This design comes from an exercise in tuning for small area and a short achievable clock period on the open sky130 flow, not from production work. Only simulation tests tie the RTL to the original design; equivalence was not proved.

===== flow/config.mk =====
export PLATFORM = sky130hd
export DESIGN_NAME = fsm_multiplier
export DESIGN_NICKNAME = fsm_multiplier
export VERILOG_FILES = /design/flow/design.v
export SDC_FILE = /design/flow/constraint.sdc
export NUM_CORES = 4
export LEC_CHECK = 0
export CAP_MARGIN = 20
export CORE_MARGIN = 2
export CORE_UTILIZATION = 65
export SLEW_MARGIN = 20
export SYNTH_HIERARCHICAL = 1

===== flow/constraint.sdc =====
create_clock -name core_clock -period 22.0 [get_ports {clk}]
set_input_delay 4.4000 -clock core_clock [delete_from_list [all_inputs] [get_ports {clk}]]
set_output_delay 4.4000 -clock core_clock [all_outputs]
set_load 0.01 [all_outputs]

===== flow/design.v =====
module dd_cell (
    input  logic b,
    input  logic m0,
    input  logic m1,
    input  logic m2,
    output logic n0,
    output logic n1,
    output logic n2,
    output logic c
);
    assign n0 = ({m2, m1, m0, b} == 4'd0) | ({m2, m1, m0, b} == 4'd1) | ({m2, m1, m0, b} == 4'd2) | ({m2, m1, m0, b} == 4'd3) | ({m2, m1, m0, b} == 4'd4) | ({m2, m1, m0, b} == 4'd5) | ({m2, m1, m0, b} == 4'd6) | ({m2, m1, m0, b} == 4'd7) | ({m2, m1, m0, b} == 4'd8) | ({m2, m1, m0, b} == 4'd11) | ({m2, m1, m0, b} == 4'd12);
    assign n1 = ({m2, m1, m0, b} == 4'd1) | ({m2, m1, m0, b} == 4'd2) | ({m2, m1, m0, b} == 4'd3) | ({m2, m1, m0, b} == 4'd5) | ({m2, m1, m0, b} == 4'd6) | ({m2, m1, m0, b} == 4'd7) | ({m2, m1, m0, b} == 4'd8) | ({m2, m1, m0, b} == 4'd12);
    assign n2 = ({m2, m1, m0, b} == 4'd0) | ({m2, m1, m0, b} == 4'd2) | ({m2, m1, m0, b} == 4'd3) | ({m2, m1, m0, b} == 4'd7) | ({m2, m1, m0, b} == 4'd8) | ({m2, m1, m0, b} == 4'd10) | ({m2, m1, m0, b} == 4'd11) | ({m2, m1, m0, b} == 4'd15);
    assign c = ({m2, m1, m0, b} == 4'd1) | ({m2, m1, m0, b} == 4'd2) | ({m2, m1, m0, b} == 4'd3) | ({m2, m1, m0, b} == 4'd8) | ({m2, m1, m0, b} == 4'd9) | ({m2, m1, m0, b} == 4'd10) | ({m2, m1, m0, b} == 4'd11);
endmodule
module dd_cell_nc (
    input  logic b,
    input  logic m0,
    input  logic m1,
    input  logic m2,
    output logic n0,
    output logic n1,
    output logic n2
);
    assign n0 = ({m2, m1, m0, b} == 4'd0) | ({m2, m1, m0, b} == 4'd1) | ({m2, m1, m0, b} == 4'd2) | ({m2, m1, m0, b} == 4'd3) | ({m2, m1, m0, b} == 4'd4) | ({m2, m1, m0, b} == 4'd5) | ({m2, m1, m0, b} == 4'd6) | ({m2, m1, m0, b} == 4'd7) | ({m2, m1, m0, b} == 4'd8) | ({m2, m1, m0, b} == 4'd11) | ({m2, m1, m0, b} == 4'd12);
    assign n1 = ({m2, m1, m0, b} == 4'd1) | ({m2, m1, m0, b} == 4'd2) | ({m2, m1, m0, b} == 4'd3) | ({m2, m1, m0, b} == 4'd5) | ({m2, m1, m0, b} == 4'd6) | ({m2, m1, m0, b} == 4'd7) | ({m2, m1, m0, b} == 4'd8) | ({m2, m1, m0, b} == 4'd12);
    assign n2 = ({m2, m1, m0, b} == 4'd0) | ({m2, m1, m0, b} == 4'd2) | ({m2, m1, m0, b} == 4'd3) | ({m2, m1, m0, b} == 4'd7) | ({m2, m1, m0, b} == 4'd8) | ({m2, m1, m0, b} == 4'd10) | ({m2, m1, m0, b} == 4'd11) | ({m2, m1, m0, b} == 4'd15);
endmodule
module dd_cell_bn (
    input  logic bn,
    input  logic m0,
    input  logic m1,
    input  logic m2,
    output logic n0,
    output logic n1,
    output logic n2,
    output logic c
);
    assign n0 = ({m2, m1, m0, bn} == 4'd0) | ({m2, m1, m0, bn} == 4'd1) | ({m2, m1, m0, bn} == 4'd2) | ({m2, m1, m0, bn} == 4'd3) | ({m2, m1, m0, bn} == 4'd4) | ({m2, m1, m0, bn} == 4'd5) | ({m2, m1, m0, bn} == 4'd6) | ({m2, m1, m0, bn} == 4'd7) | ({m2, m1, m0, bn} == 4'd9) | ({m2, m1, m0, bn} == 4'd10);
    assign n1 = ({m2, m1, m0, bn} == 4'd0) | ({m2, m1, m0, bn} == 4'd2) | ({m2, m1, m0, bn} == 4'd3) | ({m2, m1, m0, bn} == 4'd4) | ({m2, m1, m0, bn} == 4'd6) | ({m2, m1, m0, bn} == 4'd7) | ({m2, m1, m0, bn} == 4'd9) | ({m2, m1, m0, bn} == 4'd13);
    assign n2 = ({m2, m1, m0, bn} == 4'd1) | ({m2, m1, m0, bn} == 4'd2) | ({m2, m1, m0, bn} == 4'd3) | ({m2, m1, m0, bn} == 4'd6) | ({m2, m1, m0, bn} == 4'd9) | ({m2, m1, m0, bn} == 4'd10) | ({m2, m1, m0, bn} == 4'd11) | ({m2, m1, m0, bn} == 4'd14);
    assign c = ({m2, m1, m0, bn} == 4'd0) | ({m2, m1, m0, bn} == 4'd2) | ({m2, m1, m0, bn} == 4'd8) | ({m2, m1, m0, bn} == 4'd9) | ({m2, m1, m0, bn} == 4'd10) | ({m2, m1, m0, bn} == 4'd11);
endmodule
module dd_first (
    input  logic x0,
    input  logic x1,
    input  logic x2,
    output logic n0,
    output logic n1,
    output logic n2,
    output logic c
);
    assign n0 = ({x2, x1, x0} == 3'd0) | ({x2, x1, x0} == 3'd1) | ({x2, x1, x0} == 3'd4) | ({x2, x1, x0} == 3'd5) | ({x2, x1, x0} == 3'd6);
    assign n1 = ({x2, x1, x0} == 3'd0) | ({x2, x1, x0} == 3'd1) | ({x2, x1, x0} == 3'd5) | ({x2, x1, x0} == 3'd6);
    assign n2 = ({x2, x1, x0} == 3'd1) | ({x2, x1, x0} == 3'd3) | ({x2, x1, x0} == 3'd4) | ({x2, x1, x0} == 3'd6);
    assign c = ({x2, x1, x0} == 3'd5) | ({x2, x1, x0} == 3'd6) | ({x2, x1, x0} == 3'd7);
endmodule
module dd_first_nc (
    input  logic x0,
    input  logic x1,
    input  logic x2,
    output logic n0,
    output logic n1,
    output logic n2
);
    assign n0 = ({x2, x1, x0} == 3'd0) | ({x2, x1, x0} == 3'd1) | ({x2, x1, x0} == 3'd4) | ({x2, x1, x0} == 3'd5) | ({x2, x1, x0} == 3'd6);
    assign n1 = ({x2, x1, x0} == 3'd0) | ({x2, x1, x0} == 3'd1) | ({x2, x1, x0} == 3'd5) | ({x2, x1, x0} == 3'd6);
    assign n2 = ({x2, x1, x0} == 3'd1) | ({x2, x1, x0} == 3'd3) | ({x2, x1, x0} == 3'd4) | ({x2, x1, x0} == 3'd6);
endmodule
module dd_first_n (
    input  logic x0n,
    input  logic x1n,
    input  logic x2n,
    output logic n0,
    output logic n1,
    output logic n2,
    output logic c
);
    assign n0 = ({x2n, x1n, x0n} == 3'd1) | ({x2n, x1n, x0n} == 3'd2) | ({x2n, x1n, x0n} == 3'd3) | ({x2n, x1n, x0n} == 3'd6) | ({x2n, x1n, x0n} == 3'd7);
    assign n1 = ({x2n, x1n, x0n} == 3'd1) | ({x2n, x1n, x0n} == 3'd2) | ({x2n, x1n, x0n} == 3'd6) | ({x2n, x1n, x0n} == 3'd7);
    assign n2 = ({x2n, x1n, x0n} == 3'd1) | ({x2n, x1n, x0n} == 3'd3) | ({x2n, x1n, x0n} == 3'd4) | ({x2n, x1n, x0n} == 3'd6);
    assign c = ({x2n, x1n, x0n} == 3'd0) | ({x2n, x1n, x0n} == 3'd1) | ({x2n, x1n, x0n} == 3'd2);
endmodule
module dd_first_n_nc (
    input  logic x0n,
    input  logic x1n,
    input  logic x2n,
    output logic n0,
    output logic n1,
    output logic n2
);
    assign n0 = ({x2n, x1n, x0n} == 3'd1) | ({x2n, x1n, x0n} == 3'd2) | ({x2n, x1n, x0n} == 3'd3) | ({x2n, x1n, x0n} == 3'd6) | ({x2n, x1n, x0n} == 3'd7);
    assign n1 = ({x2n, x1n, x0n} == 3'd1) | ({x2n, x1n, x0n} == 3'd2) | ({x2n, x1n, x0n} == 3'd6) | ({x2n, x1n, x0n} == 3'd7);
    assign n2 = ({x2n, x1n, x0n} == 3'd1) | ({x2n, x1n, x0n} == 3'd3) | ({x2n, x1n, x0n} == 3'd4) | ({x2n, x1n, x0n} == 3'd6);
endmodule
module dd_conv10 (
    input  logic [9:0] x,
    output logic [11:0] m,    
    output logic [3:0] b      
);
    logic [2:0] m1; logic c2;
    dd_first u_m1 (.x0(x[7]), .x1(x[8]), .x2(x[9]), .n0(m1[0]), .n1(m1[1]), .n2(m1[2]), .c(c2));
    logic [2:0] m3; logic c4;
    dd_cell u_m3 (.b(x[6]), .m0(m1[0]), .m1(m1[1]), .m2(m1[2]), .n0(m3[0]), .n1(m3[1]), .n2(m3[2]), .c(c4));
    logic [2:0] m5; logic c6;
    dd_cell u_m5 (.b(x[5]), .m0(m3[0]), .m1(m3[1]), .m2(m3[2]), .n0(m5[0]), .n1(m5[1]), .n2(m5[2]), .c(c6));
    logic [2:0] m7; logic c8;
    dd_cell u_m7 (.b(x[4]), .m0(m5[0]), .m1(m5[1]), .m2(m5[2]), .n0(m7[0]), .n1(m7[1]), .n2(m7[2]), .c(c8));
    logic [2:0] m9; logic c10;
    dd_first u_m9 (.x0(c6), .x1(c4), .x2(c2), .n0(m9[0]), .n1(m9[1]), .n2(m9[2]), .c(c10));
    logic [2:0] m11; logic c12;
    dd_cell u_m11 (.b(x[3]), .m0(m7[0]), .m1(m7[1]), .m2(m7[2]), .n0(m11[0]), .n1(m11[1]), .n2(m11[2]), .c(c12));
    logic [2:0] m13; logic c14;
    dd_cell u_m13 (.b(c8), .m0(m9[0]), .m1(m9[1]), .m2(m9[2]), .n0(m13[0]), .n1(m13[1]), .n2(m13[2]), .c(c14));
    logic [2:0] m15; logic c16;
    dd_cell u_m15 (.b(x[2]), .m0(m11[0]), .m1(m11[1]), .m2(m11[2]), .n0(m15[0]), .n1(m15[1]), .n2(m15[2]), .c(c16));
    logic [2:0] m17; logic c18;
    dd_cell u_m17 (.b(c12), .m0(m13[0]), .m1(m13[1]), .m2(m13[2]), .n0(m17[0]), .n1(m17[1]), .n2(m17[2]), .c(c18));
    logic [2:0] m19; logic c20;
    dd_cell u_m19 (.b(x[1]), .m0(m15[0]), .m1(m15[1]), .m2(m15[2]), .n0(m19[0]), .n1(m19[1]), .n2(m19[2]), .c(c20));
    logic [2:0] m21; logic c22;
    dd_cell u_m21 (.b(c16), .m0(m17[0]), .m1(m17[1]), .m2(m17[2]), .n0(m21[0]), .n1(m21[1]), .n2(m21[2]), .c(c22));
    logic [2:0] m23; logic c24;
    dd_first u_m23 (.x0(c18), .x1(c14), .x2(c10), .n0(m23[0]), .n1(m23[1]), .n2(m23[2]), .c(c24));
    assign m[2:0] = m19;
    assign b[0] = x[0];
    assign m[5:3] = m21;
    assign b[1] = c20;
    assign m[8:6] = m23;
    assign b[2] = c22;
    assign m[11:9] = 3'b011;
    assign b[3] = c24;
endmodule
module dd_conv16 (
    input  logic [15:0] xn,
    output logic [11:0] m,    
    output logic [3:0] b      
);
    logic [2:0] m1; logic c2;
    dd_first_n u_m1 (.x0n(xn[13]), .x1n(xn[14]), .x2n(xn[15]), .n0(m1[0]), .n1(m1[1]), .n2(m1[2]), .c(c2));
    logic [2:0] m3; logic c4;
    dd_cell_bn u_m3 (.bn(xn[12]), .m0(m1[0]), .m1(m1[1]), .m2(m1[2]), .n0(m3[0]), .n1(m3[1]), .n2(m3[2]), .c(c4));
    logic [2:0] m5; logic c6;
    dd_cell_bn u_m5 (.bn(xn[11]), .m0(m3[0]), .m1(m3[1]), .m2(m3[2]), .n0(m5[0]), .n1(m5[1]), .n2(m5[2]), .c(c6));
    logic [2:0] m7; logic c8;
    dd_cell_bn u_m7 (.bn(xn[10]), .m0(m5[0]), .m1(m5[1]), .m2(m5[2]), .n0(m7[0]), .n1(m7[1]), .n2(m7[2]), .c(c8));
    logic [2:0] m9; logic c10;
    dd_first u_m9 (.x0(c6), .x1(c4), .x2(c2), .n0(m9[0]), .n1(m9[1]), .n2(m9[2]), .c(c10));
    logic [2:0] m11; logic c12;
    dd_cell_bn u_m11 (.bn(xn[9]), .m0(m7[0]), .m1(m7[1]), .m2(m7[2]), .n0(m11[0]), .n1(m11[1]), .n2(m11[2]), .c(c12));
    logic [2:0] m13; logic c14;
    dd_cell u_m13 (.b(c8), .m0(m9[0]), .m1(m9[1]), .m2(m9[2]), .n0(m13[0]), .n1(m13[1]), .n2(m13[2]), .c(c14));
    logic [2:0] m15; logic c16;
    dd_cell_bn u_m15 (.bn(xn[8]), .m0(m11[0]), .m1(m11[1]), .m2(m11[2]), .n0(m15[0]), .n1(m15[1]), .n2(m15[2]), .c(c16));
    logic [2:0] m17; logic c18;
    dd_cell u_m17 (.b(c12), .m0(m13[0]), .m1(m13[1]), .m2(m13[2]), .n0(m17[0]), .n1(m17[1]), .n2(m17[2]), .c(c18));
    logic [2:0] m19; logic c20;
    dd_cell_bn u_m19 (.bn(xn[7]), .m0(m15[0]), .m1(m15[1]), .m2(m15[2]), .n0(m19[0]), .n1(m19[1]), .n2(m19[2]), .c(c20));
    logic [2:0] m21; logic c22;
    dd_cell u_m21 (.b(c16), .m0(m17[0]), .m1(m17[1]), .m2(m17[2]), .n0(m21[0]), .n1(m21[1]), .n2(m21[2]), .c(c22));
    logic [2:0] m23; logic c24;
    dd_first u_m23 (.x0(c18), .x1(c14), .x2(c10), .n0(m23[0]), .n1(m23[1]), .n2(m23[2]), .c(c24));
    logic [2:0] m25; logic c26;
    dd_cell_bn u_m25 (.bn(xn[6]), .m0(m19[0]), .m1(m19[1]), .m2(m19[2]), .n0(m25[0]), .n1(m25[1]), .n2(m25[2]), .c(c26));
    logic [2:0] m27; logic c28;
    dd_cell u_m27 (.b(c20), .m0(m21[0]), .m1(m21[1]), .m2(m21[2]), .n0(m27[0]), .n1(m27[1]), .n2(m27[2]), .c(c28));
    logic [2:0] m29; logic c30;
    dd_cell u_m29 (.b(c22), .m0(m23[0]), .m1(m23[1]), .m2(m23[2]), .n0(m29[0]), .n1(m29[1]), .n2(m29[2]), .c(c30));
    logic [2:0] m31; logic c32;
    dd_cell_bn u_m31 (.bn(xn[5]), .m0(m25[0]), .m1(m25[1]), .m2(m25[2]), .n0(m31[0]), .n1(m31[1]), .n2(m31[2]), .c(c32));
    logic [2:0] m33; logic c34;
    dd_cell u_m33 (.b(c26), .m0(m27[0]), .m1(m27[1]), .m2(m27[2]), .n0(m33[0]), .n1(m33[1]), .n2(m33[2]), .c(c34));
    logic [2:0] m35; logic c36;
    dd_cell u_m35 (.b(c28), .m0(m29[0]), .m1(m29[1]), .m2(m29[2]), .n0(m35[0]), .n1(m35[1]), .n2(m35[2]), .c(c36));
    logic [2:0] m37; logic c38;
    dd_cell_bn u_m37 (.bn(xn[4]), .m0(m31[0]), .m1(m31[1]), .m2(m31[2]), .n0(m37[0]), .n1(m37[1]), .n2(m37[2]), .c(c38));
    logic [2:0] m39; logic c40;
    dd_cell u_m39 (.b(c32), .m0(m33[0]), .m1(m33[1]), .m2(m33[2]), .n0(m39[0]), .n1(m39[1]), .n2(m39[2]), .c(c40));
    logic [2:0] m41; logic c42;
    dd_cell u_m41 (.b(c34), .m0(m35[0]), .m1(m35[1]), .m2(m35[2]), .n0(m41[0]), .n1(m41[1]), .n2(m41[2]), .c(c42));
    logic [2:0] m43;
    dd_first_nc u_m43 (.x0(c36), .x1(c30), .x2(c24), .n0(m43[0]), .n1(m43[1]), .n2(m43[2]));
    logic [2:0] m44; logic c45;
    dd_cell_bn u_m44 (.bn(xn[3]), .m0(m37[0]), .m1(m37[1]), .m2(m37[2]), .n0(m44[0]), .n1(m44[1]), .n2(m44[2]), .c(c45));
    logic [2:0] m46; logic c47;
    dd_cell u_m46 (.b(c38), .m0(m39[0]), .m1(m39[1]), .m2(m39[2]), .n0(m46[0]), .n1(m46[1]), .n2(m46[2]), .c(c47));
    logic [2:0] m48; logic c49;
    dd_cell u_m48 (.b(c40), .m0(m41[0]), .m1(m41[1]), .m2(m41[2]), .n0(m48[0]), .n1(m48[1]), .n2(m48[2]), .c(c49));
    logic [2:0] m50;
    dd_cell_nc u_m50 (.b(c42), .m0(m43[0]), .m1(m43[1]), .m2(m43[2]), .n0(m50[0]), .n1(m50[1]), .n2(m50[2]));
    logic [2:0] m51; logic c52;
    dd_cell_bn u_m51 (.bn(xn[2]), .m0(m44[0]), .m1(m44[1]), .m2(m44[2]), .n0(m51[0]), .n1(m51[1]), .n2(m51[2]), .c(c52));
    logic [2:0] m53; logic c54;
    dd_cell u_m53 (.b(c45), .m0(m46[0]), .m1(m46[1]), .m2(m46[2]), .n0(m53[0]), .n1(m53[1]), .n2(m53[2]), .c(c54));
    logic [2:0] m55; logic c56;
    dd_cell u_m55 (.b(c47), .m0(m48[0]), .m1(m48[1]), .m2(m48[2]), .n0(m55[0]), .n1(m55[1]), .n2(m55[2]), .c(c56));
    logic [2:0] m57;
    dd_cell_nc u_m57 (.b(c49), .m0(m50[0]), .m1(m50[1]), .m2(m50[2]), .n0(m57[0]), .n1(m57[1]), .n2(m57[2]));
    logic [2:0] m58; logic c59;
    dd_cell_bn u_m58 (.bn(xn[1]), .m0(m51[0]), .m1(m51[1]), .m2(m51[2]), .n0(m58[0]), .n1(m58[1]), .n2(m58[2]), .c(c59));
    logic [2:0] m60; logic c61;
    dd_cell u_m60 (.b(c52), .m0(m53[0]), .m1(m53[1]), .m2(m53[2]), .n0(m60[0]), .n1(m60[1]), .n2(m60[2]), .c(c61));
    logic [2:0] m62; logic c63;
    dd_cell u_m62 (.b(c54), .m0(m55[0]), .m1(m55[1]), .m2(m55[2]), .n0(m62[0]), .n1(m62[1]), .n2(m62[2]), .c(c63));
    logic [2:0] m64;
    dd_cell_nc u_m64 (.b(c56), .m0(m57[0]), .m1(m57[1]), .m2(m57[2]), .n0(m64[0]), .n1(m64[1]), .n2(m64[2]));
    assign m[2:0] = m58;
    assign b[0] = ~xn[0];
    assign m[5:3] = m60;
    assign b[1] = c59;
    assign m[8:6] = m62;
    assign b[2] = c61;
    assign m[11:9] = m64;
    assign b[3] = c63;
endmodule
module mul16 (
    input  logic [9:0]  an,     
    input  logic        one,    
    input  logic [9:0]  b,
    output logic [15:0] pn      
);
    logic [9:0] a;
    assign a[0] = one | ~an[0];
    assign a[9:1] = one ? 9'd0 : ~an[9:1];
    logic [9:0] ppn [0:9];
    genvar gi, gj;
    generate for (gi = 0; gi < 10; gi = gi + 1) begin : g_pp
        for (gj = 0; gj < 10; gj = gj + 1) begin : g_ppj
            nand_cell u_pp (.a(a[gi]), .b(b[gj]), .y(ppn[gi][gj]));
        end
    end endgenerate
    logic s1, s2;
    xnor_cell u_s1 (.a(ppn[0][9]), .b(ppn[1][8]), .y(s1));
    or_cell u_s2 (.a(ppn[0][9]), .b(ppn[1][8]), .y(s2));
    logic s3, s4;
    xnor_cell u_s3 (.a(ppn[1][9]), .b(ppn[2][8]), .y(s3));
    or_cell u_s4 (.a(ppn[1][9]), .b(ppn[2][8]), .y(s4));
    logic s5, s6;
    xnor_cell u_s5 (.a(ppn[0][6]), .b(ppn[1][5]), .y(s5));
    or_cell u_s6 (.a(ppn[0][6]), .b(ppn[1][5]), .y(s6));
    logic s7, s8;
    fa_cell u_s7 (.a(ppn[0][7]), .b(ppn[1][6]), .c(ppn[2][5]), .s(s7), .co(s8));
    logic s9, s10;
    xnor_cell u_s9 (.a(ppn[3][4]), .b(ppn[4][3]), .y(s9));
    or_cell u_s10 (.a(ppn[3][4]), .b(ppn[4][3]), .y(s10));
    logic s11, s12;
    fa_cell u_s11 (.a(ppn[0][8]), .b(ppn[1][7]), .c(ppn[2][6]), .s(s11), .co(s12));
    logic s13, s14;
    fa_cell u_s13 (.a(ppn[3][5]), .b(ppn[4][4]), .c(ppn[5][3]), .s(s13), .co(s14));
    logic s15, s16;
    xnor_cell u_s15 (.a(ppn[6][2]), .b(ppn[7][1]), .y(s15));
    or_cell u_s16 (.a(ppn[6][2]), .b(ppn[7][1]), .y(s16));
    logic s17, s18;
    fa_cell u_s17 (.a(s1), .b(ppn[2][7]), .c(ppn[3][6]), .s(s17), .co(s18));
    logic s19, s20;
    fa_cell u_s19 (.a(ppn[4][5]), .b(ppn[5][4]), .c(ppn[6][3]), .s(s19), .co(s20));
    logic s21, s22;
    fa_cell u_s21 (.a(ppn[7][2]), .b(ppn[8][1]), .c(ppn[9][0]), .s(s21), .co(s22));
    logic s23, s24;
    fa_cell u_s23 (.a(s3), .b(ppn[3][7]), .c(ppn[4][6]), .s(s23), .co(s24));
    logic s25, s26;
    fa_cell u_s25 (.a(ppn[5][5]), .b(ppn[6][4]), .c(ppn[7][3]), .s(s25), .co(s26));
    logic s27, s28;
    fa_cell u_s27 (.a(ppn[8][2]), .b(ppn[9][1]), .c(s2), .s(s27), .co(s28));
    logic s29, s30;
    fa_cell u_s29 (.a(ppn[2][9]), .b(ppn[3][8]), .c(ppn[4][7]), .s(s29), .co(s30));
    logic s31, s32;
    fa_cell u_s31 (.a(ppn[5][6]), .b(ppn[6][5]), .c(ppn[7][4]), .s(s31), .co(s32));
    logic s33, s34;
    fa_cell u_s33 (.a(ppn[8][3]), .b(ppn[9][2]), .c(s4), .s(s33), .co(s34));
    logic s35, s36;
    fa_cell u_s35 (.a(ppn[3][9]), .b(ppn[4][8]), .c(ppn[5][7]), .s(s35), .co(s36));
    logic s37, s38;
    fa_cell u_s37 (.a(ppn[6][6]), .b(ppn[7][5]), .c(ppn[8][4]), .s(s37), .co(s38));
    logic s39, s40;
    fa_cell u_s39 (.a(ppn[4][9]), .b(ppn[5][8]), .c(ppn[6][7]), .s(s39), .co(s40));
    logic s41, s42;
    xnor_cell u_s41 (.a(ppn[0][4]), .b(ppn[1][3]), .y(s41));
    or_cell u_s42 (.a(ppn[0][4]), .b(ppn[1][3]), .y(s42));
    logic s43, s44;
    fa_cell u_s43 (.a(ppn[0][5]), .b(ppn[1][4]), .c(ppn[2][3]), .s(s43), .co(s44));
    logic s45, s46;
    xnor_cell u_s45 (.a(ppn[3][2]), .b(ppn[4][1]), .y(s45));
    or_cell u_s46 (.a(ppn[3][2]), .b(ppn[4][1]), .y(s46));
    logic s47, s48;
    fa_cell u_s47 (.a(s5), .b(ppn[2][4]), .c(ppn[3][3]), .s(s47), .co(s48));
    logic s49, s50;
    fa_cell u_s49 (.a(ppn[4][2]), .b(ppn[5][1]), .c(ppn[6][0]), .s(s49), .co(s50));
    logic s51, s52;
    fa_cell u_s51 (.a(s7), .b(s9), .c(ppn[5][2]), .s(s51), .co(s52));
    logic s53, s54;
    fa_cell u_s53 (.a(ppn[6][1]), .b(ppn[7][0]), .c(s6), .s(s53), .co(s54));
    logic s55, s56;
    fa_cell u_s55 (.a(s11), .b(s13), .c(s15), .s(s55), .co(s56));
    logic s57, s58;
    fa_cell u_s57 (.a(ppn[8][0]), .b(s8), .c(s10), .s(s57), .co(s58));
    logic s59, s60;
    fa_cell u_s59 (.a(s17), .b(s19), .c(s21), .s(s59), .co(s60));
    logic s61, s62;
    fa_cell u_s61 (.a(s12), .b(s14), .c(s16), .s(s61), .co(s62));
    logic s63, s64;
    fa_cell u_s63 (.a(s23), .b(s25), .c(s27), .s(s63), .co(s64));
    logic s65, s66;
    fa_cell u_s65 (.a(s18), .b(s20), .c(s22), .s(s65), .co(s66));
    logic s67, s68;
    fa_cell u_s67 (.a(s29), .b(s31), .c(s33), .s(s67), .co(s68));
    logic s69, s70;
    fa_cell u_s69 (.a(s24), .b(s26), .c(s28), .s(s69), .co(s70));
    logic s71, s72;
    fa_cell u_s71 (.a(s35), .b(s37), .c(ppn[9][3]), .s(s71), .co(s72));
    logic s73, s74;
    fa_cell u_s73 (.a(s30), .b(s32), .c(s34), .s(s73), .co(s74));
    logic s75, s76;
    fa_cell u_s75 (.a(s39), .b(ppn[7][6]), .c(ppn[8][5]), .s(s75), .co(s76));
    logic s77, s78;
    fa_cell u_s77 (.a(ppn[9][4]), .b(s36), .c(s38), .s(s77), .co(s78));
    logic s79, s80;
    fa_cell u_s79 (.a(ppn[5][9]), .b(ppn[6][8]), .c(ppn[7][7]), .s(s79), .co(s80));
    logic s81, s82;
    fa_cell u_s81 (.a(ppn[8][6]), .b(ppn[9][5]), .c(s40), .s(s81), .co(s82));
    logic s83, s84;
    xnor_cell u_s83 (.a(ppn[0][3]), .b(ppn[1][2]), .y(s83));
    or_cell u_s84 (.a(ppn[0][3]), .b(ppn[1][2]), .y(s84));
    logic s85, s86;
    fa_cell u_s85 (.a(s41), .b(ppn[2][2]), .c(ppn[3][1]), .s(s85), .co(s86));
    logic s87, s88;
    fa_cell u_s87 (.a(s43), .b(s45), .c(ppn[5][0]), .s(s87), .co(s88));
    logic s89, s90;
    fa_cell u_s89 (.a(s47), .b(s49), .c(s44), .s(s89), .co(s90));
    logic s91, s92;
    fa_cell u_s91 (.a(s51), .b(s53), .c(s48), .s(s91), .co(s92));
    logic s93, s94;
    fa_cell u_s93 (.a(s55), .b(s57), .c(s52), .s(s93), .co(s94));
    logic s95, s96;
    fa_cell u_s95 (.a(s59), .b(s61), .c(s56), .s(s95), .co(s96));
    logic s97, s98;
    fa_cell u_s97 (.a(s63), .b(s65), .c(s60), .s(s97), .co(s98));
    logic s99, s100;
    fa_cell u_s99 (.a(s67), .b(s69), .c(s64), .s(s99), .co(s100));
    logic s101, s102;
    fa_cell u_s101 (.a(s71), .b(s73), .c(s68), .s(s101), .co(s102));
    logic s103, s104;
    fa_cell u_s103 (.a(s75), .b(s77), .c(s72), .s(s103), .co(s104));
    logic s105, s106;
    fa_cell u_s105 (.a(s79), .b(s81), .c(s76), .s(s105), .co(s106));
    logic s107, s108;
    xnor_cell u_s107 (.a(ppn[0][2]), .b(ppn[1][1]), .y(s107));
    or_cell u_s108 (.a(ppn[0][2]), .b(ppn[1][1]), .y(s108));
    logic s109, s110;
    fa_cell u_s109 (.a(s83), .b(ppn[2][1]), .c(ppn[3][0]), .s(s109), .co(s110));
    logic s111, s112;
    fa_cell u_s111 (.a(s85), .b(ppn[4][0]), .c(s84), .s(s111), .co(s112));
    logic s113, s114;
    fa_cell u_s113 (.a(s87), .b(s42), .c(s86), .s(s113), .co(s114));
    logic s115, s116;
    fa_cell u_s115 (.a(s89), .b(s46), .c(s88), .s(s115), .co(s116));
    logic s117, s118;
    fa_cell u_s117 (.a(s91), .b(s50), .c(s90), .s(s117), .co(s118));
    logic s119, s120;
    fa_cell u_s119 (.a(s93), .b(s54), .c(s92), .s(s119), .co(s120));
    logic s121, s122;
    fa_cell u_s121 (.a(s95), .b(s58), .c(s94), .s(s121), .co(s122));
    logic s123, s124;
    fa_cell u_s123 (.a(s97), .b(s62), .c(s96), .s(s123), .co(s124));
    logic s125, s126;
    fa_cell u_s125 (.a(s99), .b(s66), .c(s98), .s(s125), .co(s126));
    logic s127, s128;
    fa_cell u_s127 (.a(s101), .b(s70), .c(s100), .s(s127), .co(s128));
    logic s129, s130;
    fa_cell u_s129 (.a(s103), .b(s74), .c(s102), .s(s129), .co(s130));
    logic s131, s132;
    fa_cell u_s131 (.a(s105), .b(s78), .c(s104), .s(s131), .co(s132));
    logic s133, s134;
    xnor_cell u_s133 (.a(ppn[0][1]), .b(ppn[1][0]), .y(s133));
    or_cell u_s134 (.a(ppn[0][1]), .b(ppn[1][0]), .y(s134));
    logic s135, s136;
    fa_cell u_s135 (.a(s107), .b(ppn[2][0]), .c(s134), .s(s135), .co(s136));
    logic s137, s138;
    fa_cell u_s137 (.a(s109), .b(s108), .c(s136), .s(s137), .co(s138));
    logic s139, s140;
    fa_cell u_s139 (.a(s111), .b(s110), .c(s138), .s(s139), .co(s140));
    logic s141, s142;
    fa_cell u_s141 (.a(s113), .b(s112), .c(s140), .s(s141), .co(s142));
    logic s143, s144;
    fa_cell u_s143 (.a(s115), .b(s114), .c(s142), .s(s143), .co(s144));
    logic s145, s146;
    fa_cell u_s145 (.a(s117), .b(s116), .c(s144), .s(s145), .co(s146));
    logic s147, s148;
    fa_cell u_s147 (.a(s119), .b(s118), .c(s146), .s(s147), .co(s148));
    logic s149, s150;
    fa_cell u_s149 (.a(s121), .b(s120), .c(s148), .s(s149), .co(s150));
    logic s151, s152;
    fa_cell u_s151 (.a(s123), .b(s122), .c(s150), .s(s151), .co(s152));
    logic s153, s154;
    fa_cell u_s153 (.a(s125), .b(s124), .c(s152), .s(s153), .co(s154));
    logic s155, s156;
    fa_cell u_s155 (.a(s127), .b(s126), .c(s154), .s(s155), .co(s156));
    logic s157, s158;
    fa_cell u_s157 (.a(s129), .b(s128), .c(s156), .s(s157), .co(s158));
    logic s159, s160;
    fa_cell u_s159 (.a(s131), .b(s130), .c(s158), .s(s159), .co(s160));
    logic s161;
    xnor_cell u_s161 (.a(ppn[6][9]), .b(ppn[7][8]), .y(s161));
    logic s162;
    xnor_cell u_s162 (.a(s161), .b(ppn[8][7]), .y(s162));
    logic s163;
    xnor_cell u_s163 (.a(s162), .b(ppn[9][6]), .y(s163));
    logic s164;
    xnor_cell u_s164 (.a(s163), .b(s80), .y(s164));
    logic s165;
    xnor_cell u_s165 (.a(s164), .b(s82), .y(s165));
    logic s166;
    xnor_cell u_s166 (.a(s165), .b(s106), .y(s166));
    logic s167;
    xnor_cell u_s167 (.a(s166), .b(s132), .y(s167));
    logic s168;
    xnor_cell u_s168 (.a(s167), .b(s160), .y(s168));
    assign pn[0] = ppn[0][0];
    assign pn[1] = s133;
    assign pn[2] = s135;
    assign pn[3] = s137;
    assign pn[4] = s139;
    assign pn[5] = s141;
    assign pn[6] = s143;
    assign pn[7] = s145;
    assign pn[8] = s147;
    assign pn[9] = s149;
    assign pn[10] = s151;
    assign pn[11] = s153;
    assign pn[12] = s155;
    assign pn[13] = s157;
    assign pn[14] = s159;
    assign pn[15] = s168;
endmodule
module fa_cell (input logic a, input logic b, input logic c, output logic s, output logic co);
    assign s = a ^ b ^ c;
    assign co = (a & b) | (a & c) | (b & c);
endmodule
module nand_cell (input logic a, input logic b, output logic y);
    assign y = ~(a & b);
endmodule
module or_cell (input logic a, input logic b, output logic y);
    assign y = a | b;
endmodule
module xnor_cell (input logic a, input logic b, output logic y);
    assign y = ~(a ^ b);
endmodule
module seven_seg_display_driver (
    input  logic b,
    input  logic m0,
    input  logic m1,
    input  logic m2,
    output logic s0,
    output logic s1,
    output logic s2,
    output logic s3,
    output logic s4,
    output logic s5,
    output logic s6
);
    assign s0 = ({m2, m1, m0, b} == 4'd0) | ({m2, m1, m0, b} == 4'd2) | ({m2, m1, m0, b} == 4'd5) | ({m2, m1, m0, b} == 4'd7);
    assign s1 = ({m2, m1, m0, b} == 4'd1) | ({m2, m1, m0, b} == 4'd5) | ({m2, m1, m0, b} == 4'd8) | ({m2, m1, m0, b} == 4'd12);
    assign s2 = ({m2, m1, m0, b} == 4'd12) | ({m2, m1, m0, b} == 4'd14);
    assign s3 = ({m2, m1, m0, b} == 4'd0) | ({m2, m1, m0, b} == 4'd2) | ({m2, m1, m0, b} == 4'd5) | ({m2, m1, m0, b} == 4'd7) | ({m2, m1, m0, b} == 4'd9) | ({m2, m1, m0, b} == 4'd13);
    assign s4 = ({m2, m1, m0, b} == 4'd0) | ({m2, m1, m0, b} == 4'd1) | ({m2, m1, m0, b} == 4'd2) | ({m2, m1, m0, b} == 4'd3) | ({m2, m1, m0, b} == 4'd5) | ({m2, m1, m0, b} == 4'd7) | ({m2, m1, m0, b} == 4'd9) | ({m2, m1, m0, b} == 4'd11) | ({m2, m1, m0, b} == 4'd13) | ({m2, m1, m0, b} == 4'd15);
    assign s5 = ({m2, m1, m0, b} == 4'd5) | ({m2, m1, m0, b} == 4'd7) | ({m2, m1, m0, b} == 4'd9) | ({m2, m1, m0, b} == 4'd12) | ({m2, m1, m0, b} == 4'd13) | ({m2, m1, m0, b} == 4'd14) | ({m2, m1, m0, b} == 4'd15);
    assign s6 = ({m2, m1, m0, b} == 4'd2) | ({m2, m1, m0, b} == 4'd3) | ({m2, m1, m0, b} == 4'd6) | ({m2, m1, m0, b} == 4'd7) | ({m2, m1, m0, b} == 4'd9) | ({m2, m1, m0, b} == 4'd13);
endmodule
module fsm_multiplier (
    input wire clk,
    input wire k0,
    input wire k1,
    input wire [9:0] switches,
    output wire [6:0] disp0,
    output wire [6:0] disp1,
    output wire [6:0] disp2,
    output wire [6:0] disp3,
    output reg [9:0] leds
);
    localparam logic [1:0] IDLE = 2'd0, FIRST_NUM = 2'd1, NEXT_NUM = 2'd2, ERROR = 2'd3;
    logic [1:0] pr_state;
    logic prev_k0, prev_k1, k0pressed, k1pressed;
    logic [15:0] num;    
    wire is_idle  = ~pr_state[1] & ~pr_state[0];
    wire is_first = ~pr_state[1] &  pr_state[0];
    wire is_next  =  pr_state[1] & ~pr_state[0];
    wire is_err   =  pr_state[1] &  pr_state[0];
    wire [15:0] r = ~num;
    wire over = r[15] | r[14] | (r[13] & (r[12] | r[11] | (r[10] & r[9] & r[8] & (r[7] | r[6] | r[5] | r[4]))));
    wire [15:0] prodn;
    mul16 u_mul (.an(num[9:0]), .one(is_idle), .b(switches), .pn(prodn));
    always_ff @(posedge clk) begin
        k0pressed <= prev_k0 & ~k0;
        k1pressed <= prev_k1 & ~k1;
        prev_k0 <= k0;
        prev_k1 <= k1;
        if (k1pressed)                          pr_state <= IDLE;
        else if (is_idle & k0pressed)           pr_state <= FIRST_NUM;
        else if (is_first & k0pressed)          pr_state <= NEXT_NUM;
        else if (is_next & over)                pr_state <= ERROR;
        if (is_idle | (is_first & k0pressed)) num <= prodn;
    end
    wire idle_or_err;
    xnor_cell u_led0 (.a(pr_state[1]), .b(pr_state[0]), .y(idle_or_err));
    always_comb begin
        leds[0] = idle_or_err;
        leds[1] = pr_state[0];
        leds[2] = pr_state[1];
        leds[9:3] = {7{is_err}};
    end
    wire [11:0] m_sw, m_pr;
    wire [3:0]  b_sw, b_pr;
    dd_conv10 u_dsw (.x(switches), .m(m_sw), .b(b_sw));
    dd_conv16 u_dpr (.xn(num), .m(m_pr), .b(b_pr));
    wire [11:0] m_swx = {3'b011, m_sw[8:0]};
    wire [11:0] m = is_err ? {4{3'b011}} : (is_next ? m_pr : m_swx);
    wire [3:0]  b = is_err ? 4'b0000 : (is_next ? b_pr : b_sw);
    seven_seg_display_driver hex0 (.b(b[0]), .m0(m[0]),  .m1(m[1]),  .m2(m[2]),  .s0(disp0[0]), .s1(disp0[1]), .s2(disp0[2]), .s3(disp0[3]), .s4(disp0[4]), .s5(disp0[5]), .s6(disp0[6]));
    seven_seg_display_driver hex1 (.b(b[1]), .m0(m[3]),  .m1(m[4]),  .m2(m[5]),  .s0(disp1[0]), .s1(disp1[1]), .s2(disp1[2]), .s3(disp1[3]), .s4(disp1[4]), .s5(disp1[5]), .s6(disp1[6]));
    seven_seg_display_driver hex2 (.b(b[2]), .m0(m[6]),  .m1(m[7]),  .m2(m[8]),  .s0(disp2[0]), .s1(disp2[1]), .s2(disp2[2]), .s3(disp2[3]), .s4(disp2[4]), .s5(disp2[5]), .s6(disp2[6]));
    seven_seg_display_driver hex3 (.b(b[3]), .m0(m[9]),  .m1(m[10]), .m2(m[11]), .s0(disp3[0]), .s1(disp3[1]), .s2(disp3[2]), .s3(disp3[3]), .s4(disp3[4]), .s5(disp3[5]), .s6(disp3[6]));
endmodule

===== flow/flow/run.sh =====
#!/bin/bash
# The standard layout (the standard.sh: ORFS synthesis and layout), except that the port
# buffers are buf_2 cells instead of the default choice.
set -euo pipefail
export BUFFER_PORTS_ARGS="-buffer_cell sky130_fd_sc_hd__buf_2"
export SETUP_SLACK_MARGIN=9.5
bash standard.sh > standard.log 2>&1

===== flow/standard.sh =====
#!/bin/bash
# synth_recipe.tcl (not shown) runs the flow's synth.tcl, then flattens the netlist and writes it again
# the make line also repeats each setting of config.mk as NAME=value (left out here)
make -C /OpenROAD-flow-scripts/flow DESIGN_CONFIG=/design/flow/config.mk WORK_HOME=/design/flow/orfs CLKGATE_MAP_FILE= SYNTH_SCRIPT=/design/flow/synth_recipe.tcl "${@:-finish}"

==> flow_metrics.env <==
export IMPL_layout_drive_gt1_share=0.121
export IMPL_final_util=0.698
export IMPL_cap_viol_max_count=0
export IMPL_syn_to_final_growth_pct=3.60
export IMPL_grt_pass1_vias=4403
export IMPL_crit_fanout=10
export IMPL_n_antenna_cell=0
export IMPL_clock_latency_ns=0.27
export IMPL_dieArea_um2=9320
export IMPL_finalSetupTns_ns=0
export IMPL_port_buffer_count=50
export IMPL_setup_viol=0
export IMPL_n_fill_cell=729
export IMPL_max_stage_delay_ns=0.30
export IMPL_cts_sinks=22
export IMPL_rsz0062_at_grt="true"
export IMPL_firstDrtPassIters=4
export IMPL_min_path_cells=1
export IMPL_cts_htree_levels=1
export IMPL_grt_ovfl_total=0
export IMPL_initial_core_util=0.674
export IMPL_path_cells="buf_2 -> inv_1 -> o21ai_1 -> o21a_1 -> o21ai_1 -> o21a_1 -> o21ai_1 -> o21a_1 -> o21ai_1 -> nor3_1 -> nor2_1 -> nor3_1 -> nor2_2 -> xor2_1 -> inv_1 -> o21ai_2 -> and2b_1 -> a21oi_1 -> a21boi_1 -> buf_2"
export IMPL_worstPathRequired_ns=17.60
export IMPL_clock_path_buffers=2
export IMPL_fp_dieH_um=96.5
export IMPL_synth_avg_cell_area_um2=7.62
export IMPL_cts_tree="built"
export IMPL_drc=0
export IMPL_period_minus_slack_ns=12.13
export IMPL_clock_root_buffer="clkbuf_8"
export IMPL_hold_violations=0
export IMPL_synthesis_area_um2=5570
export IMPL_antenna_found_initial=0
export IMPL_critPathKind="input port to output port"
export IMPL_nets=830
export IMPL_grt_max_degree=23
export IMPL_holdPathEnd="pr_state[1]"
export IMPL_maxSlewViolCount=0
export IMPL_worst_pin_slew_ns=1.01
export IMPL_pin_count=51
export IMPL_gp_congestion=0.891
export IMPL_status="complete, no violations"
export IMPL_vias=4727
export IMPL_placed_area_um2=5660
export IMPL_design_area_um2=5770
export IMPL_drt_iter0_drc=261
export IMPL_hold_class="flop to flop"
export IMPL_row_count=33
export IMPL_syn_inst=730
export IMPL_worst_path_max_delay_cell="nor3_1"
export IMPL_r2r_cells=18
export IMPL_max_slew_margin_rel=0.327
export IMPL_worstSetupEndpointType="output port"
export IMPL_worstReg2RegStart="pr_state[1]"
export IMPL_crit_start="switches[9]"
export IMPL_numCtsBuffers=3
export IMPL_clk_pin_slew_worst_paths_ns=0.08
export IMPL_critPathMostFrequentCell="o21ai_1"
export IMPL_antenna_left=0
export IMPL_wl_um=11500
export IMPL_vias_per_cell=5.55
export IMPL_grtUsageTotal=0.262
export IMPL_die_width_um=96.5
export IMPL_wl_per_cell_um=13.5
export IMPL_startpoint_type="input port"
export IMPL_final_setup_skew_ns=0.0108
export IMPL_reg2reg_to="num[15]"
export IMPL_dp_hpwl_um=9450
export IMPL_coreArea_um2=8260
export IMPL_post_route_period_util=0.551
export IMPL_grt_pass1_wl_um=19300
export IMPL_arrival_ns=7.73
export IMPL_max_freq_mhz=82.4
export IMPL_ys_warn_count=9
export IMPL_synth_fp_nets=813
export IMPL_min_from="k1pressed"
export IMPL_ff2ff_setup_slack_ns=13.56
[area by class of cell]
class | count | area [um2] | area share
multi-input cells | 608 | 4490 | 0.779
flip-flops and latches | 22 | 601 | 0.104
repair buffers | 51 | 258 | 0.0447
inverters | 61 | 229 | 0.0397
well taps | 105 | 131 | 0.0228
clock buffers | 4 | 55.1 | 0.00955
[what timing repair did]
| item | 4_1_cts | 5_1_grt |
|---|---|---|
| pin swaps | 0 | 0 |
| gates resized for setup | 10 | 12 |
| buffers inserted | 0 | 0 |
| hold buffers | 0 | 0 |
| setup endpoints to repair | 23 | 28 |
[flip-flops by register name, summed over array words and instances, names as in the netlist]
| name | count |
|---|---|
| num | 16 |
| pr_state | 2 |
| k0pressed | 1 |
| k1pressed | 1 |
| prev_k0 | 1 |
| prev_k1 | 1 |
[layout by cell type, fill, tap and decap left out, drive strengths merged]
cell	count
buf	51
o22a	6
and2	2
and2b	5
o21bai	4
edfxtp	16
a2111oi	1
xnor2	54
o21a	27
nand4	1
nand2b	7
inv	61
clkbuf	4
nor2	97
o21ai	59
nor3	28
a21boi	4
or2	10
a21oi	32
nand2	141
fa	70
mux2i	27
nor2b	20
nor4	1
xor2	12
dfxtp	6
[worst max path at each step]
stage | end | slack [ns] | cells after the start
after global placement | disp0[3] | 9.56 | 21
after global routing | disp2[3] | 9.50 | 20
after detailed placement | disp0[3] | 9.29 | 21
after floorplan | disp0[3] | 10.00 | 17
final | disp2[3] | 9.87 | 20
after CTS | disp1[3] | 9.51 | 20
[per-layer routing]
layer | track usage | vias to the layer above | wire length (um)
met2 | 0.484 | 89 | 5900
li1 | - | 2364 | -
met3 | 0.0178 | 11 | 442
met4 | 0.0622 | 0 | 159
met5 | 0 | - | 0
met1 | 0.335 | 2263 | 4980
[through the flow]
stage | instances | worst slack (ns) | hold WS, ns
2_1_floorplan | 730 | 10.00 | 0.394
4_1_cts | 851 | 9.51 | 0.422
3_3_place_gp | 847 | 9.56 | 0.406
5_1_grt | 851 | 9.50 | 0.429
3_5_place_dp | 847 | 9.29 | 0.410
6_report | 851 | 9.87 | 0.419
[critical path: cells and delay by family]
kind / cells / cell delay (ns)
AO/OA/AOI/OAI: 10 / 1.67
XOR/XNOR: 1 / 0.14
buffers and inverters: 4 / 0.44
AND/OR/NAND/NOR: 5 / 1.06

## separate check: timing with driven ports
How much do the figures lean on ideal ports? The routed layout below was timed once more, with nothing changed but the port constraints.
Step 1 (the two cells are an assumption about what drives the block):
set clk [get_ports {clk}]
set_driving_cell -lib_cell sky130_fd_sc_hd__clkbuf_16 $clk
set_driving_cell -lib_cell sky130_fd_sc_hd__buf_2 [delete_from_list [all_inputs] $clk]
Step 2 adds t to the input delays and takes it off the output delays; t is the mean of the earliest and latest rising clock arrival at the registers after step 1. Input paths then give back, and output paths get back, about the clock's delay inside the block.
a / b / c = ideal ports / drivers / drivers and shift; a / b = the first two.
t, ns: 0.288
setup WS [ns]: 9.869 / 9.848 / 9.848
pins driven straight from the clock port: 1
After both steps this run still meets setup and hold. For this run, drivers alone change the setup slack by -0.021 ns; drivers and shift together by -0.021 ns.
